This design comes from an exercise in tuning for a short achievable clock period and few clock cycles on the open sky130 flow, not from production work.
The RTL of this run was laid out without a check of its function.
Power figures rest on the tool's default switching activity, not on a simulated workload.

`design/flow/design.v`:
```
module ctrol (
    input  [31:0] instr,
    output        is_j,         
    output        is_jal,
    output        is_jr,
    output        is_beq,
    output        is_bne,
    output        is_lw,
    output        is_sw,
    output        writes,       
    output [4:0]  wdst,
    output        a_rt,         
    output        a_pc,         
    output        b_imm,        
    output [31:0] imm,
    output        use_a,        
    output        use_b,        
    output        op_add, op_sub, op_and, op_or, op_xor, op_nor,
    output        op_slt, op_sltu, op_shl, op_shr
);
    wire [5:0] op = instr[31:26];
    wire [5:0] fn = instr[5:0];
    wire [4:0] rt = instr[20:16];
    wire [4:0] rd = instr[15:11];
    wire [15:0] i16 = instr[15:0];
    wire r     = (op == 6'd0);
    wire addi  = (op == 6'd8);
    wire andi  = (op == 6'd12);
    wire ori   = (op == 6'd13);
    wire xori  = (op == 6'd14);
    wire slti  = (op == 6'd10) | (op == 6'd11);
    wire lui   = (op == 6'd15);
    assign is_lw  = (op == 6'd35);
    assign is_sw  = (op == 6'd43);
    assign is_beq = (op == 6'd4);
    assign is_bne = (op == 6'd5);
    assign is_jal = (op == 6'd3);
    assign is_j   = (op == 6'd2) | is_jal;
    wire f_add  = (fn == 6'b100000);
    wire f_sub  = (fn == 6'b100010);
    wire f_and  = (fn == 6'b100100);
    wire f_or   = (fn == 6'b100101);
    wire f_xor  = (fn == 6'b100110);
    wire f_nor  = (fn == 6'b100111);
    wire f_slt  = (fn == 6'b101010);
    wire f_sltu = (fn == 6'b101011);
    wire f_sll  = (fn == 6'b000000);
    wire f_srl  = (fn == 6'b000010);
    wire f_sra  = (fn == 6'b000011);
    wire f_sllv = (fn == 6'b000100);
    wire f_srlv = (fn == 6'b000110);
    wire f_srav = (fn == 6'b000111);
    wire f_known = f_sub | f_and | f_or | f_xor | f_nor | f_slt | f_sltu |
                   f_sll | f_srl | f_sra | f_sllv | f_srlv | f_srav;
    assign is_jr = r & (fn == 6'b001000);
    wire imm_i = addi | andi | ori | xori | slti | lui | is_lw | is_sw;
    assign writes = r | addi | andi | ori | xori | slti | lui | is_lw | is_jal;
    assign wdst = r ? rd : is_jal ? 5'd1 : rt;
    wire sh_imm = r & (f_sll | f_srl);
    assign a_rt  = sh_imm;
    assign a_pc  = is_jal;
    assign b_imm = imm_i | sh_imm | is_jal;
    assign imm = is_jal ? 32'b0 :
                 sh_imm ? {{27{instr[10]}}, instr[10:6]} :
                 (andi | ori | xori | lui) ? {16'b0, i16} :
                 {{16{i16[15]}}, i16};
    assign use_a = ~is_j & (r | imm_i | is_beq | is_bne);
    assign use_b = (r & ~sh_imm) | is_beq | is_bne;
    assign op_sub  = r & f_sub;
    assign op_and  = (r & f_and) | andi;
    assign op_or   = (r & f_or) | ori;
    assign op_xor  = (r & f_xor) | xori;
    assign op_nor  = r & f_nor;
    assign op_slt  = (r & f_slt) | slti;
    assign op_sltu = r & f_sltu;
    assign op_shl  = r & (f_sll | f_sllv);
    assign op_shr  = r & (f_srl | f_srlv);
    assign op_add  = (r & ~f_known) | addi | lui | is_lw | is_sw | is_jal;
endmodule
module ulactrol #(
    parameter CB = 7
)
(
    input         clock,
    input         reset,
    input  [7:0]  fill_addr,
    input  [31:0] fill_data,
    input  [7:0]  ra0,
    output        hit0,
    output [35:0] rd0,
    input  [7:0]  ra1,
    output        hit1,
    output [35:0] rd1,
    input  [7:0]  ra2,
    output        hit2,
    output [35:0] rd2
);
    localparam N = 1 << CB;
    reg          cv [0:N-1];
    reg [7-CB:0] ct [0:N-1];
    reg [35:0]   cd [0:N-1];
    integer i;
    wire [5:0] op = fill_data[31:26];
    wire p_j   = (op[5:1] == 5'b00001);
    wire p_jal = (op == 6'd3);
    wire p_jr  = (op == 6'd0) & (fill_data[5:0] == 6'b001000);
    wire p_br  = (op[5:1] == 5'b00010);
    always @(posedge clock or posedge reset) begin
        if (reset) begin
            for (i = 0; i < N; i = i + 1) begin
                cv[i] <= 1'b0;
                ct[i] <= 0;
            end
        end else begin
            for (i = 0; i < N; i = i + 1)
                if (fill_addr[CB-1:0] == i) begin
                    cv[i] <= 1'b1;
                    ct[i] <= fill_addr[7:CB];
                end
        end
    end
    always @(posedge clock) begin
        cd[fill_addr[CB-1:0]] <= {p_j, p_jal, p_jr, p_br, fill_data};
    end
    assign hit0 = cv[ra0[CB-1:0]] & (ct[ra0[CB-1:0]] == ra0[7:CB]);
    assign rd0  = cd[ra0[CB-1:0]];
    assign hit1 = cv[ra1[CB-1:0]] & (ct[ra1[CB-1:0]] == ra1[7:CB]);
    assign rd1  = cd[ra1[CB-1:0]];
    assign hit2 = cv[ra2[CB-1:0]] & (ct[ra2[CB-1:0]] == ra2[7:CB]);
    assign rd2  = cd[ra2[CB-1:0]];
endmodule
module ula (
    input  [31:0] a,
    input  [31:0] b,
    input         op_add,
    input         op_sub,
    input         op_and,
    input         op_or,
    input         op_xor,
    input         op_nor,
    input         op_slt,
    input         op_sltu,
    input         op_shl,
    input         op_shr,
    output [31:0] result,
    output [31:0] sum
);
    wire [32:0] diff = {1'b0, a} - {1'b0, b};
    wire        lt_s = (a[31] ^ b[31]) ? a[31] : diff[31];
    wire        lt_u = diff[32];
    wire        big  = |b[31:5];
    wire [31:0] shl  = big ? 32'b0 : (a << b[4:0]);
    wire [31:0] shr  = big ? 32'b0 : (a >> b[4:0]);
    assign sum = a + b;
    assign result = ({32{op_add}}  & sum)
                  | ({32{op_sub}}  & diff[31:0])
                  | ({32{op_and}}  & (a & b))
                  | ({32{op_or}}   & (a | b))
                  | ({32{op_xor}}  & (a ^ b))
                  | ({32{op_nor}}  & ~(a | b))
                  | {31'b0, (op_slt & lt_s) | (op_sltu & lt_u)}
                  | ({32{op_shl}}  & shl)
                  | ({32{op_shr}}  & shr);
endmodule
module regfile (
    input         Clock,
    input         Reset,
    input  [4:0]  ra0, ra1, ra2, ra3,
    output [31:0] rd0, rd1, rd2, rd3,
    input         we0,
    input  [4:0]  wa0,
    input  [31:0] wd0,
    input         we1,
    input  [4:0]  wa1,
    input  [31:0] wd1
);
    reg [31:0] registradores [1:31];
    integer i;
    always @(posedge Clock or posedge Reset) begin
        if (Reset) begin
            for (i = 1; i < 32; i = i + 1)
                registradores[i] <= 32'b0;
        end else begin
            for (i = 1; i < 32; i = i + 1) begin
                if (we1 && wa1 == i)
                    registradores[i] <= wd1;
                else if (we0 && wa0 == i)
                    registradores[i] <= wd0;
            end
        end
    end
    function [31:0] rd_port(input [4:0] a);
        begin
            if (a == 5'd0) rd_port = 32'b0;
            else if (we1 && wa1 == a) rd_port = wd1;
            else if (we0 && wa0 == a) rd_port = wd0;
            else rd_port = registradores[a];
        end
    endfunction
    assign rd0 = rd_port(ra0);
    assign rd1 = rd_port(ra1);
    assign rd2 = rd_port(ra2);
    assign rd3 = rd_port(ra3);
endmodule
module PC #(
    parameter IB = 4,             
    parameter TB = 8              
)
(
    input         clock,
    input         reset,
    input  [7:0]  rpc0,
    output        hit0,
    output [31:0] tgt0,
    input  [7:0]  rpc1,
    output        hit1,
    output [31:0] tgt1,
    input  [7:0]  rpc2,
    output        hit2,
    output [31:0] tgt2,
    input         w,
    input         w_v,
    input  [7:0]  w_pc,
    input  [31:0] w_tgt
);
    localparam N = 1 << IB;
    reg             v   [0:N-1];
    reg [TB-IB-1:0] tag [0:N-1];
    reg [31:0]      tgt [0:N-1];
    integer i;
    assign hit0 = v[rpc0[IB-1:0]] & (tag[rpc0[IB-1:0]] == rpc0[TB-1:IB]);
    assign tgt0 = tgt[rpc0[IB-1:0]];
    assign hit1 = v[rpc1[IB-1:0]] & (tag[rpc1[IB-1:0]] == rpc1[TB-1:IB]);
    assign tgt1 = tgt[rpc1[IB-1:0]];
    assign hit2 = v[rpc2[IB-1:0]] & (tag[rpc2[IB-1:0]] == rpc2[TB-1:IB]);
    assign tgt2 = tgt[rpc2[IB-1:0]];
    always @(posedge clock or posedge reset) begin
        if (reset) begin
            for (i = 0; i < N; i = i + 1) begin
                v[i]   <= 1'b0;
                tag[i] <= 0;
                tgt[i] <= 32'b0;
            end
        end else if (w) begin
            for (i = 0; i < N; i = i + 1) begin
                if (w_pc[IB-1:0] == i) begin
                    v[i]   <= w_v;
                    tag[i] <= w_pc[TB-1:IB];
                    tgt[i] <= w_tgt;
                end
            end
        end
    end
endmodule
module mips_verilog (
  input CLK,
  input RST,
  output [31:0] imem_addr,
  input [31:0] imem_data,
  output [31:0] dmem_addr,
  output [31:0] dmem_wdata,
  output dmem_we,
  input [31:0] dmem_rdata
);
  localparam PFW = 4;                    
  localparam QN = 6;                     
  reg [31:0] f_pc;
  reg [7:0]  pf;                          
  reg [31:0] ras;                         
  reg [2:0]  q_n;                         
  reg [31:0] q_ir [0:QN-1];
  reg [7:0]  q_pc [0:QN-1];               
  reg [31:0] q_pp [0:QN-1];               
  reg [31:0] q_pn [0:QN-1];               
  reg        e_v0, e_v1;
  reg [31:0] e_a0, e_b0, e_s0, e_a1, e_b1, e_s1;
  reg [3:0]  e_fa0, e_fb0, e_fs0, e_fa1, e_fb1, e_fs1;    
  reg [7:0]  e_pc0, e_pc1;
  reg [31:0] e_pp0, e_bt0, e_pn0, e_pp1, e_bt1, e_pn1;
  reg        e_beq0, e_bne0, e_jr0, e_lw0, e_sw0, e_wr0;
  reg        e_beq1, e_bne1, e_jr1, e_lw1, e_sw1, e_wr1;
  reg [4:0]  e_rd0, e_rd1;
  reg [9:0]  e_op0, e_op1;
  reg        e_ctl1, e_mem1;
  reg [31:0] m_res0, m_res1, m_addr, m_sd;
  reg        m_we, m_lw0, m_lw1, m_wr0, m_wr1;
  reg [4:0]  m_rd0, m_rd1;
  reg        r_v;                         
  reg [31:0] r_pc;
  reg [31:0] w_val0, w_val1;
  reg        w_wr0, w_wr1;
  reg [4:0]  w_rd0, w_rd1;
  wire [31:0] f_p1 = f_pc + 32'd1;
  wire [31:0] f_p2 = f_pc + 32'd2;
  wire [31:0] f_p3 = f_pc + 32'd3;
  wire        c_hit0, c_hit1, c_hit2;
  wire [35:0] c_w0c, c_w1, c_w2;
  ulactrol icache (
    .clock(CLK), .reset(RST),
    .fill_addr(pf), .fill_data(imem_data),
    .ra0(f_pc[7:0]), .hit0(c_hit0), .rd0(c_w0c),
    .ra1(f_p1[7:0]), .hit1(c_hit1), .rd1(c_w1),
    .ra2(f_p2[7:0]), .hit2(c_hit2), .rd2(c_w2)
  );
  assign imem_addr = {24'b0, pf};
  wire [5:0]  i_op = imem_data[31:26];
  wire [35:0] i_w = {(i_op[5:1] == 5'b00001), (i_op == 6'd3),
                     (i_op == 6'd0) & (imem_data[5:0] == 6'b001000),
                     (i_op[5:1] == 5'b00010), imem_data};
  wire        f_byp = (pf == f_pc[7:0]);
  wire [35:0] c_w0 = c_hit0 ? c_w0c : i_w;
  wire        b_hit0, b_hit1, b_hit2;
  wire [31:0] b_tgt0, b_tgt1, b_tgt2;
  wire        bw, bw_v;
  wire [7:0]  bw_pc;
  wire [31:0] bw_tgt;
  PC btb (
    .clock(CLK), .reset(RST),
    .rpc0(f_pc[7:0]), .hit0(b_hit0), .tgt0(b_tgt0),
    .rpc1(f_p1[7:0]), .hit1(b_hit1), .tgt1(b_tgt1),
    .rpc2(f_p2[7:0]), .hit2(b_hit2), .tgt2(b_tgt2),
    .w(bw), .w_v(bw_v), .w_pc(bw_pc), .w_tgt(bw_tgt)
  );
  function [31:0] fpred(input [35:0] w, input bh, input [31:0] bt,
                        input [31:0] pp);
    fpred = w[35] ? {pp[31:26], w[25:0]} : w[33] ? ras : (w[32] & bh) ? bt : pp;
  endfunction
  wire ctl0 = c_w0[35] | c_w0[33] | c_w0[32];
  wire ctl1 = c_w1[35] | c_w1[33] | c_w1[32];
  wire g0 = c_hit0 | f_byp;
  wire g1 = g0 & ~ctl0 & c_hit1;
  wire g2 = g1 & ~ctl1 & c_hit2;
  wire [31:0] pred0 = fpred(c_w0, b_hit0, b_tgt0, f_p1);
  wire [31:0] pred1 = fpred(c_w1, b_hit1, b_tgt1, f_p2);
  wire [31:0] pred2 = fpred(c_w2, b_hit2, b_tgt2, f_p3);
  wire [31:0] f_pred = g2 ? pred2 : g1 ? pred1 : pred0;
  wire [35:0] f_last = g2 ? c_w2 : g1 ? c_w1 : c_w0;
  wire f_nonseq = f_last[35] | f_last[33] |
                  (f_last[32] & (g2 ? b_hit2 : g1 ? b_hit1 : b_hit0));
  wire [31:0] f_lastp1 = g2 ? f_p3 : g1 ? f_p2 : f_p1;
  wire [1:0]  f_m = {1'b0, g0} + {1'b0, g1} + {1'b0, g2};
  wire d_v0 = (q_n != 3'd0);
  wire d_v1 = (q_n > 3'd1);
  wire [31:0] d_ir0 = q_ir[0], d_ir1 = q_ir[1];
  wire [31:0] d_pp0 = q_pp[0], d_pp1 = q_pp[1];
  wire [31:0] d_pn0 = q_pn[0], d_pn1 = q_pn[1];
  wire d0_j, d0_jal, d0_jr, d0_beq, d0_bne, d0_lw, d0_sw, d0_writes;
  wire [4:0] d0_wdst;
  wire d0_a_rt, d0_a_pc, d0_b_imm, d0_use_a, d0_use_b;
  wire [31:0] d0_imm;
  wire [9:0] d0_op;
  ctrol dec0 (
    .instr(d_ir0), .is_j(d0_j), .is_jal(d0_jal), .is_jr(d0_jr),
    .is_beq(d0_beq), .is_bne(d0_bne), .is_lw(d0_lw), .is_sw(d0_sw),
    .writes(d0_writes), .wdst(d0_wdst), .a_rt(d0_a_rt), .a_pc(d0_a_pc),
    .b_imm(d0_b_imm), .imm(d0_imm), .use_a(d0_use_a), .use_b(d0_use_b),
    .op_add(d0_op[0]), .op_sub(d0_op[1]), .op_and(d0_op[2]), .op_or(d0_op[3]),
    .op_xor(d0_op[4]), .op_nor(d0_op[5]), .op_slt(d0_op[6]),
    .op_sltu(d0_op[7]), .op_shl(d0_op[8]), .op_shr(d0_op[9])
  );
  wire d1_j, d1_jal, d1_jr, d1_beq, d1_bne, d1_lw, d1_sw, d1_writes;
  wire [4:0] d1_wdst;
  wire d1_a_rt, d1_a_pc, d1_b_imm, d1_use_a, d1_use_b;
  wire [31:0] d1_imm;
  wire [9:0] d1_op;
  ctrol dec1 (
    .instr(d_ir1), .is_j(d1_j), .is_jal(d1_jal), .is_jr(d1_jr),
    .is_beq(d1_beq), .is_bne(d1_bne), .is_lw(d1_lw), .is_sw(d1_sw),
    .writes(d1_writes), .wdst(d1_wdst), .a_rt(d1_a_rt), .a_pc(d1_a_pc),
    .b_imm(d1_b_imm), .imm(d1_imm), .use_a(d1_use_a), .use_b(d1_use_b),
    .op_add(d1_op[0]), .op_sub(d1_op[1]), .op_and(d1_op[2]), .op_or(d1_op[3]),
    .op_xor(d1_op[4]), .op_nor(d1_op[5]), .op_slt(d1_op[6]),
    .op_sltu(d1_op[7]), .op_shl(d1_op[8]), .op_shr(d1_op[9])
  );
  wire [4:0] d0_rt = d_ir0[20:16];
  wire [4:0] d0_ra = d0_a_rt ? d0_rt : d_ir0[25:21];
  wire [4:0] d1_rt = d_ir1[20:16];
  wire [4:0] d1_ra = d1_a_rt ? d1_rt : d_ir1[25:21];
  wire d0_br = d0_beq | d0_bne;
  wire d1_br = d1_beq | d1_bne;
  wire d0_ctl = d0_j | d0_jr | d0_br;
  wire d1_ctl = d1_j | d1_jr | d1_br;
  wire d0_wr = d0_writes & (d0_wdst != 5'd0);
  wire d1_wr = d1_writes & (d1_wdst != 5'd0);
  wire d0_ub = d0_use_b | d0_sw;         
  wire d1_ub = d1_use_b | d1_sw;
  wire [31:0] rf_a0, rf_b0, rf_a1, rf_b1;
  regfile rf (
    .Clock(CLK), .Reset(RST),
    .ra0(d0_ra), .rd0(rf_a0), .ra1(d0_rt), .rd1(rf_b0),
    .ra2(d1_ra), .rd2(rf_a1), .ra3(d1_rt), .rd3(rf_b1),
    .we0(w_wr0), .wa0(w_rd0), .wd0(w_val0),
    .we1(w_wr1), .wa1(w_rd1), .wd1(w_val1)
  );
  function ld_hz(input [4:0] r);
    ld_hz = (e_v0 & e_lw0 & e_wr0 & (e_rd0 == r)) |
            (e_v1 & e_lw1 & e_wr1 & (e_rd1 == r));
  endfunction
  wire hz0 = (d0_use_a & ld_hz(d0_ra)) | (d0_ub & ld_hz(d0_rt));
  wire hz1 = (d1_use_a & ld_hz(d1_ra)) | (d1_ub & ld_hz(d1_rt));
  wire split = (d0_wr & ((d1_use_a & (d1_ra == d0_wdst)) | (d1_ub & (d1_rt == d0_wdst)))) |
               ((d0_lw | d0_sw) & (d1_lw | d1_sw)) | (d0_ctl & d1_ctl);
  wire [31:0] d_bt0 = d_pp0 + {d0_imm[29:0], 2'b00};
  wire [31:0] d_bt1 = d_pp1 + {d1_imm[29:0], 2'b00};
  wire [31:0] d_jt0 = {d_pp0[31:26], d_ir0[25:0]};
  wire [31:0] d_jt1 = {d_pp1[31:26], d_ir1[25:0]};
  wire d_st0 = d0_br & (d_pn0 == d_pp0) & d_ir0[15];
  wire d_st1 = d1_br & (d_pn1 == d_pp1) & d_ir1[15];
  wire need0 = d_st0 | (d0_j & (d_pn0 != d_jt0)) | (d0_jr & (d_pn0 != ras));
  wire need1 = d_st1 | (d1_j & (d_pn1 != d_jt1)) | (d1_jr & (d_pn1 != ras));
  wire [31:0] d_exp0 = d0_j ? d_jt0 : d0_jr ? ras : d_st0 ? d_bt0 : d_pp0;
  wire [31:0] d_exp1 = d1_j ? d_jt1 : d1_jr ? ras : d_st1 ? d_bt1 : d_pp1;
  wire iss0 = d_v0 & ~hz0;
  wire iss1 = iss0 & d_v1 & ~hz1 & ~split & ~need0;
  wire [1:0] d_n = {1'b0, iss0} + {1'b0, iss1};
  wire redir_e = r_v;
  wire [31:0] redir_e_pc = r_pc;
  wire redir_d = ~redir_e & ((iss0 & need0) | (iss1 & need1));
  wire [31:0] redir_d_pc = need0 ? d_exp0 : d_exp1;
  function [3:0] fsel(input [4:0] r, input u);
    reg a, b, c, d;
    begin
      a = e_v1 & e_wr1 & (e_rd1 == r);
      b = e_v0 & e_wr0 & (e_rd0 == r);
      c = m_wr1 & (m_rd1 == r);
      d = m_wr0 & (m_rd0 == r);
      fsel = u ? {a, b & ~a, c & ~a & ~b, d & ~a & ~b & ~c} : 4'b0;
    end
  endfunction
  function [31:0] fwd(input [3:0] s, input [31:0] v);
    fwd = s[3] ? m_res1 : s[2] ? m_res0 : s[1] ? w_val1 : s[0] ? w_val0 : v;
  endfunction
  wire [31:0] ea0 = fwd(e_fa0, e_a0), eb0 = fwd(e_fb0, e_b0), es0 = fwd(e_fs0, e_s0);
  wire [31:0] ea1 = fwd(e_fa1, e_a1), eb1 = fwd(e_fb1, e_b1), es1 = fwd(e_fs1, e_s1);
  wire [31:0] e_res0, e_sum0, e_res1, e_sum1;
  ula alu0 (
    .a(ea0), .b(eb0),
    .op_add(e_op0[0]), .op_sub(e_op0[1]), .op_and(e_op0[2]), .op_or(e_op0[3]),
    .op_xor(e_op0[4]), .op_nor(e_op0[5]), .op_slt(e_op0[6]),
    .op_sltu(e_op0[7]), .op_shl(e_op0[8]), .op_shr(e_op0[9]),
    .result(e_res0), .sum(e_sum0)
  );
  ula alu1 (
    .a(ea1), .b(eb1),
    .op_add(e_op1[0]), .op_sub(e_op1[1]), .op_and(e_op1[2]), .op_or(e_op1[3]),
    .op_xor(e_op1[4]), .op_nor(e_op1[5]), .op_slt(e_op1[6]),
    .op_sltu(e_op1[7]), .op_shl(e_op1[8]), .op_shr(e_op1[9]),
    .result(e_res1), .sum(e_sum1)
  );
  function add_eq(input [31:0] a, input [31:0] b, input [31:0] k);
    reg [31:0] co;
    begin
      co = (a & b) | ((a ^ b) & ~k);
      add_eq = ((a ^ b ^ k) == {co[30:0], 1'b0});
    end
  endfunction
  wire e_eq0 = (ea0 == eb0);
  wire e_tk0 = (e_beq0 & e_eq0) | (e_bne0 & ~e_eq0);
  wire e_ok0 = (e_beq0 | e_bne0) ? (e_tk0 ? (e_bt0 == e_pn0) : (e_pp0 == e_pn0)) :
               e_jr0 ? add_eq(ea0, eb0, e_pn0) : 1'b1;
  wire e_eq1 = (ea1 == eb1);
  wire e_tk1 = (e_beq1 & e_eq1) | (e_bne1 & ~e_eq1);
  wire e_ok1 = (e_beq1 | e_bne1) ? (e_tk1 ? (e_bt1 == e_pn1) : (e_pp1 == e_pn1)) :
               e_jr1 ? add_eq(ea1, eb1, e_pn1) : 1'b1;
  wire ev0 = e_v0 & ~r_v;
  wire ev1 = e_v1 & ~r_v;
  wire e_r0 = ev0 & ~e_ok0;              
  wire e_r1 = ev1 & ~e_ok1;
  wire [31:0] e_rpc = e_ctl1 ? (e_jr1 ? e_sum1 : e_tk1 ? e_bt1 : e_pp1)
                             : (e_jr0 ? e_sum0 : e_tk0 ? e_bt0 : e_pp0);
  assign bw = e_ctl1 ? (ev1 & (e_beq1 | e_bne1)) : (ev0 & (e_beq0 | e_bne0));
  assign bw_v = e_ctl1 ? e_tk1 : e_tk0;
  assign bw_pc = e_ctl1 ? e_pc1 : e_pc0;
  assign bw_tgt = e_ctl1 ? e_bt1 : e_bt0;
  wire f_take = g0 & (q_n <= QN - 3);    
  wire [31:0] f_next = redir_e ? redir_e_pc : redir_d ? redir_d_pc :
                       f_take ? f_pred : f_pc;
  wire [7:0] pf_d = pf - f_pc[7:0];
  wire [7:0] pf_next = redir_e ? redir_e_pc[7:0] :
                       redir_d ? redir_d_pc[7:0] :
                       (f_take & f_nonseq) ? f_pred[7:0] :
                       (~g0) ? f_pc[7:0] :
                       pf_d[7] ? f_p3[7:0] :
                       (pf_d < PFW) ? pf + 8'd1 : pf;
  reg [31:0] nq_ir [0:QN-1];
  reg [7:0]  nq_pc [0:QN-1];
  reg [31:0] nq_pp [0:QN-1];
  reg [31:0] nq_pn [0:QN-1];
  reg [2:0]  nq_n;
  integer i, j, k;
  always @(*) begin
    for (i = 0; i < QN; i = i + 1) begin
      j = i + d_n;
      k = i + d_n - q_n;
      nq_ir[i] = q_ir[i]; nq_pc[i] = q_pc[i]; nq_pp[i] = q_pp[i]; nq_pn[i] = q_pn[i];
      if (j < q_n) begin
        nq_ir[i] = q_ir[j]; nq_pc[i] = q_pc[j]; nq_pp[i] = q_pp[j]; nq_pn[i] = q_pn[j];
      end else if (k == 0) begin
        nq_ir[i] = c_w0[31:0]; nq_pc[i] = f_pc[7:0]; nq_pp[i] = f_p1;
        nq_pn[i] = g1 ? f_p1 : pred0;
      end else if (k == 1) begin
        nq_ir[i] = c_w1[31:0]; nq_pc[i] = f_p1[7:0]; nq_pp[i] = f_p2;
        nq_pn[i] = g2 ? f_p2 : pred1;
      end else if (k == 2) begin
        nq_ir[i] = c_w2[31:0]; nq_pc[i] = f_p2[7:0]; nq_pp[i] = f_p3;
        nq_pn[i] = pred2;
      end
    end
    nq_n = (redir_e | redir_d) ? 3'd0 :
           q_n - {1'b0, d_n} + (f_take ? {1'b0, f_m} : 3'd0);
  end
  always @(posedge CLK) begin
    for (i = 0; i < QN; i = i + 1) begin
      q_ir[i] <= nq_ir[i]; q_pc[i] <= nq_pc[i]; q_pp[i] <= nq_pp[i]; q_pn[i] <= nq_pn[i];
    end
  end
  always @(posedge CLK or posedge RST) begin
    if (RST) begin
      f_pc <= 32'b0; ras <= 32'b0; q_n <= 3'd0; r_v <= 1'b0; r_pc <= 32'b0;
      e_v0 <= 1'b0; e_v1 <= 1'b0;
      e_a0 <= 32'b0; e_b0 <= 32'b0; e_s0 <= 32'b0;
      e_a1 <= 32'b0; e_b1 <= 32'b0; e_s1 <= 32'b0;
      e_fa0 <= 4'b0; e_fb0 <= 4'b0; e_fs0 <= 4'b0;
      e_fa1 <= 4'b0; e_fb1 <= 4'b0; e_fs1 <= 4'b0;
      e_pc0 <= 8'b0; e_pp0 <= 32'b0; e_bt0 <= 32'b0; e_pn0 <= 32'b0;
      e_pc1 <= 8'b0; e_pp1 <= 32'b0; e_bt1 <= 32'b0; e_pn1 <= 32'b0;
      e_beq0 <= 1'b0; e_bne0 <= 1'b0; e_jr0 <= 1'b0; e_lw0 <= 1'b0; e_sw0 <= 1'b0; e_wr0 <= 1'b0;
      e_beq1 <= 1'b0; e_bne1 <= 1'b0; e_jr1 <= 1'b0; e_lw1 <= 1'b0; e_sw1 <= 1'b0; e_wr1 <= 1'b0;
      e_rd0 <= 5'b0; e_rd1 <= 5'b0; e_op0 <= 10'b0; e_op1 <= 10'b0;
      e_ctl1 <= 1'b0; e_mem1 <= 1'b0;
      m_res0 <= 32'b0; m_res1 <= 32'b0;
      m_lw0 <= 1'b0; m_lw1 <= 1'b0; m_wr0 <= 1'b0; m_wr1 <= 1'b0;
      m_rd0 <= 5'b0; m_rd1 <= 5'b0;
      w_val0 <= 32'b0; w_val1 <= 32'b0; w_wr0 <= 1'b0; w_wr1 <= 1'b0;
      w_rd0 <= 5'b0; w_rd1 <= 5'b0;
    end else begin
      f_pc <= f_next;
      q_n <= nq_n;
      r_v <= e_r0 | e_r1;
      r_pc <= e_rpc;
      if (f_take & f_last[34] & ~redir_e & ~redir_d) ras <= f_lastp1;
      e_v0 <= iss0 & ~redir_e;
      e_a0 <= d0_a_pc ? d_pp0 : rf_a0;
      e_b0 <= d0_b_imm ? d0_imm : rf_b0;
      e_s0 <= rf_b0;
      e_fa0 <= fsel(d0_ra, d0_use_a);
      e_fb0 <= fsel(d0_rt, d0_use_b);
      e_fs0 <= fsel(d0_rt, d0_sw);
      e_pc0 <= q_pc[0]; e_pp0 <= d_pp0; e_bt0 <= d_bt0;
      e_pn0 <= need0 ? d_exp0 : d_pn0;
      e_beq0 <= d0_beq; e_bne0 <= d0_bne; e_jr0 <= d0_jr;
      e_lw0 <= d0_lw; e_sw0 <= d0_sw; e_wr0 <= d0_wr; e_rd0 <= d0_wdst;
      e_op0 <= d0_op;
      e_v1 <= iss1 & ~redir_e;
      e_a1 <= d1_a_pc ? d_pp1 : rf_a1;
      e_b1 <= d1_b_imm ? d1_imm : rf_b1;
      e_s1 <= rf_b1;
      e_fa1 <= fsel(d1_ra, d1_use_a);
      e_fb1 <= fsel(d1_rt, d1_use_b);
      e_fs1 <= fsel(d1_rt, d1_sw);
      e_pc1 <= q_pc[1]; e_pp1 <= d_pp1; e_bt1 <= d_bt1;
      e_pn1 <= need1 ? d_exp1 : d_pn1;
      e_beq1 <= d1_beq; e_bne1 <= d1_bne; e_jr1 <= d1_jr;
      e_lw1 <= d1_lw; e_sw1 <= d1_sw; e_wr1 <= d1_wr; e_rd1 <= d1_wdst;
      e_op1 <= d1_op;
      e_ctl1 <= iss1 & d1_ctl;
      e_mem1 <= d1_lw | d1_sw;
      m_res0 <= e_res0; m_res1 <= e_res1;
      m_lw0 <= e_lw0; m_lw1 <= e_lw1;
      m_wr0 <= ev0 & e_wr0; m_wr1 <= ev1 & e_wr1 & ~e_r0;
      m_rd0 <= e_rd0; m_rd1 <= e_rd1;
      w_val0 <= m_lw0 ? dmem_rdata : m_res0;
      w_val1 <= m_lw1 ? dmem_rdata : m_res1;
      w_wr0 <= m_wr0; w_wr1 <= m_wr1;
      w_rd0 <= m_rd0; w_rd1 <= m_rd1;
    end
  end
  always @(posedge CLK) begin
    pf <= RST ? 8'b0 : pf_next;
    m_we <= ~RST & ((ev0 & e_sw0) | (ev1 & e_sw1 & ~e_r0));
    m_addr <= (e_v1 & e_mem1) ? e_res1 : e_res0;
    m_sd <= (e_v1 & e_mem1) ? es1 : es0;
  end
  assign dmem_addr = m_addr;
  assign dmem_wdata = m_sd;
  assign dmem_we = m_we;
endmodule
```
`design/flow/flow/run.sh`:
```
#!/bin/bash
bash standard.sh SETUP_SLACK_MARGIN=8.8 finish > standard_flow.log 2>&1
```
`design/flow/standard.sh`:
```
#!/bin/bash
# synth_recipe.tcl (not shown) runs the flow's synth.tcl, then flattens the netlist and writes it again
# the make line also repeats each setting of config.mk as NAME=value (left out here)
make -C /OpenROAD-flow-scripts/flow DESIGN_CONFIG=/design/flow/config.mk WORK_HOME=/design/flow/orfs CLKGATE_MAP_FILE= SYNTH_SCRIPT=/design/flow/synth_recipe.tcl "${@:-finish}"
```
`design/flow/config.mk`:
```
export PLATFORM = sky130hd
export DESIGN_NAME = mips_verilog
export DESIGN_NICKNAME = mips_verilog
export VERILOG_FILES = /design/flow/design.v
export SDC_FILE = /design/flow/constraint.sdc
export NUM_CORES = 4
export LEC_CHECK = 0
export ABC_CLOCK_PERIOD_IN_PS = 3000
export CAP_MARGIN = 20
export CORE_MARGIN = 2
export CORE_UTILIZATION = 35
export GPL_ROUTABILITY_DRIVEN = 1
export GPL_TIMING_DRIVEN = 1
export PLACE_DENSITY = 0.5
export SETUP_SLACK_MARGIN = 0.3
export SLEW_MARGIN = 20
export SYNTH_MEMORY_MAX_BITS = 8192
```
`design/flow/constraint.sdc`:
```
create_clock -name core_clock -period 13.0 [get_ports {CLK}]
set_input_delay 2.6000 -clock core_clock [delete_from_list [all_inputs] [get_ports {CLK}]]
set_output_delay 2.6000 -clock core_clock [all_outputs]
set_load 0.01 [all_outputs]
```
==> results by group <==
Global route
  • Pin count of the biggest net entering global routing: 177
  • Gr usage total: 0.486
  • GRT overflow: 3

Placed design
  • DP HPWL: 2010000 µm
  • Port buffer count: roughly 140
  • Area of placed instances: 515000 µm²
  • RePlAce Congestion: roughly 1.1
  • Place WS: 2.30 ns
  • Placed insts: about 58k

Synthesis
  • Main synth FF type: edfxtp_1
  • Mean Syn Cell Area: 11.6 µm²
  • Mapped Cells: 41.6k
  • Yosys reg bits: just under 8k
  • Synth warn: 50
  • Number of flops mapped to enable cells by yosys: 5232
  • Distinct cells, synth: 113
  • Post-Syn Area: 484000 µm²
  • Async set-reset flop share out of synthesis: 0.325
  • Seq/Total Area, Yosys: 0.460

Run status
  • Exit stage: global routing
  • Status: did not finish
  • Stop err: [ERROR GRT-0232] Routing congestion too high. Check the congestion heatmap in the GUI.

Clock network
  • CTS Buf Count: just over 900
  • # hold bufs at CTS: 0
  • CTS Root Cell: clkbuf_16
  • CTS max path bufs: 5
  • CTS sink cnt: 7865
  • H-tree depth: 6

Floorplanning
  • Die X: 1180 µm
  • Initial core utilization: 0.351
  • IO Count: 163
  • Die Ht: around 1200 µm
  • # rows: 432
cell usage after synthesis (80+ instances only):
cell | n | area share
xor2_1 | 182 | 0.0033
a222oi_1 | 250 | 0.0052
a21oi_1 | 2938 | 0.030
edfxtp_1 | 5232 | 0.32
and2_1 | 125 | 0.0016
buf_4 | 288 | 0.0045
xnor2_1 | 540 | 0.0098
a31oi_1 | 245 | 0.0032
nand2b_1 | 211 | 0.0027
nor4_1 | 134 | 0.0017
or2_2 | 143 | 0.0018
ha_1 | 290 | 0.0075
buf_1 | 526 | 0.0041
a22o_1 | 667 | 0.012
clkbuf_1 | 2754 | 0.021
nand4_1 | 522 | 0.0067
fa_1 | 80 | 0.0033
a221oi_1 | 752 | 0.014
mux2_2 | 453 | 0.011
nor2_1 | 3181 | 0.025
nor2b_1 | 129 | 0.0017
mux2i_1 | 2700 | 0.056
nand3_1 | 694 | 0.0072
o21ai_0 | 2624 | 0.027
buf_2 | 642 | 0.0066
dfrtp_1 | 2560 | 0.13
or3_1 | 141 | 0.0018
mux4_2 | 3507 | 0.16
o31ai_1 | 131 | 0.0020
nand2_1 | 3551 | 0.028
and3_1 | 212 | 0.0027
a211oi_1 | 501 | 0.0078
inv_1 | 407 | 0.0032
a22oi_1 | 1563 | 0.024
nor3_1 | 424 | 0.0044
o211ai_1 | 408 | 0.0063
a2111oi_0 | 98 | 0.0018
o22ai_1 | 423 | 0.0055
worst max path at each step:
| stage | from | endpoint | slack (ns) | depth (start not counted) |
|---|---|---|---|---|
| floorplan | RST | pf[1] | -31.38 | 4 |
| global placement | f_pc[0] | q_n[2] | 2.29 | 20 |
| detailed placement | q_ir[0][4] | q_ir[1][1] | 2.30 | 22 |
| CTS | q_ir[0][28] | q_pn[2][14] | 6.21 | 23 |
logic make-up after synthesis:
kind of cell | after synthesis | synth area share
compound gates | 11600 | 0.157
simple gates | 9704 | 0.0887
flops | 7865 | 0.460
mux | 6666 | 0.230
buf+inv | 4658 | 0.0403
xor+xnor | 726 | 0.0132
fa+ha+maj | 370 | 0.0108
other cells | 1 | 0.00000775
power by group through the flow:
| stage | clock network [mW] | logic (mW) | registers [mW] |
|---|---|---|---|
| after floorplan | 0 | 66.7 | 37.0 |
| after CTS | 27.7 | 169 | 39.7 |
| after global placement | 0 | 125 | 40.5 |
| after detailed placement | 0 | 125 | 40.5 |
metal layers:
layer	overflow	GRT usage
met5	0	0.0801
met4	2	0.477
met3	1	0.269
met2	0	0.638
met1	0	0.536
what timing repair did:
item,in CTS
cloned,516
buffers inserted,2033
endpoints found under the setup margin,4475
pin swaps,1484
resized for setup,6779
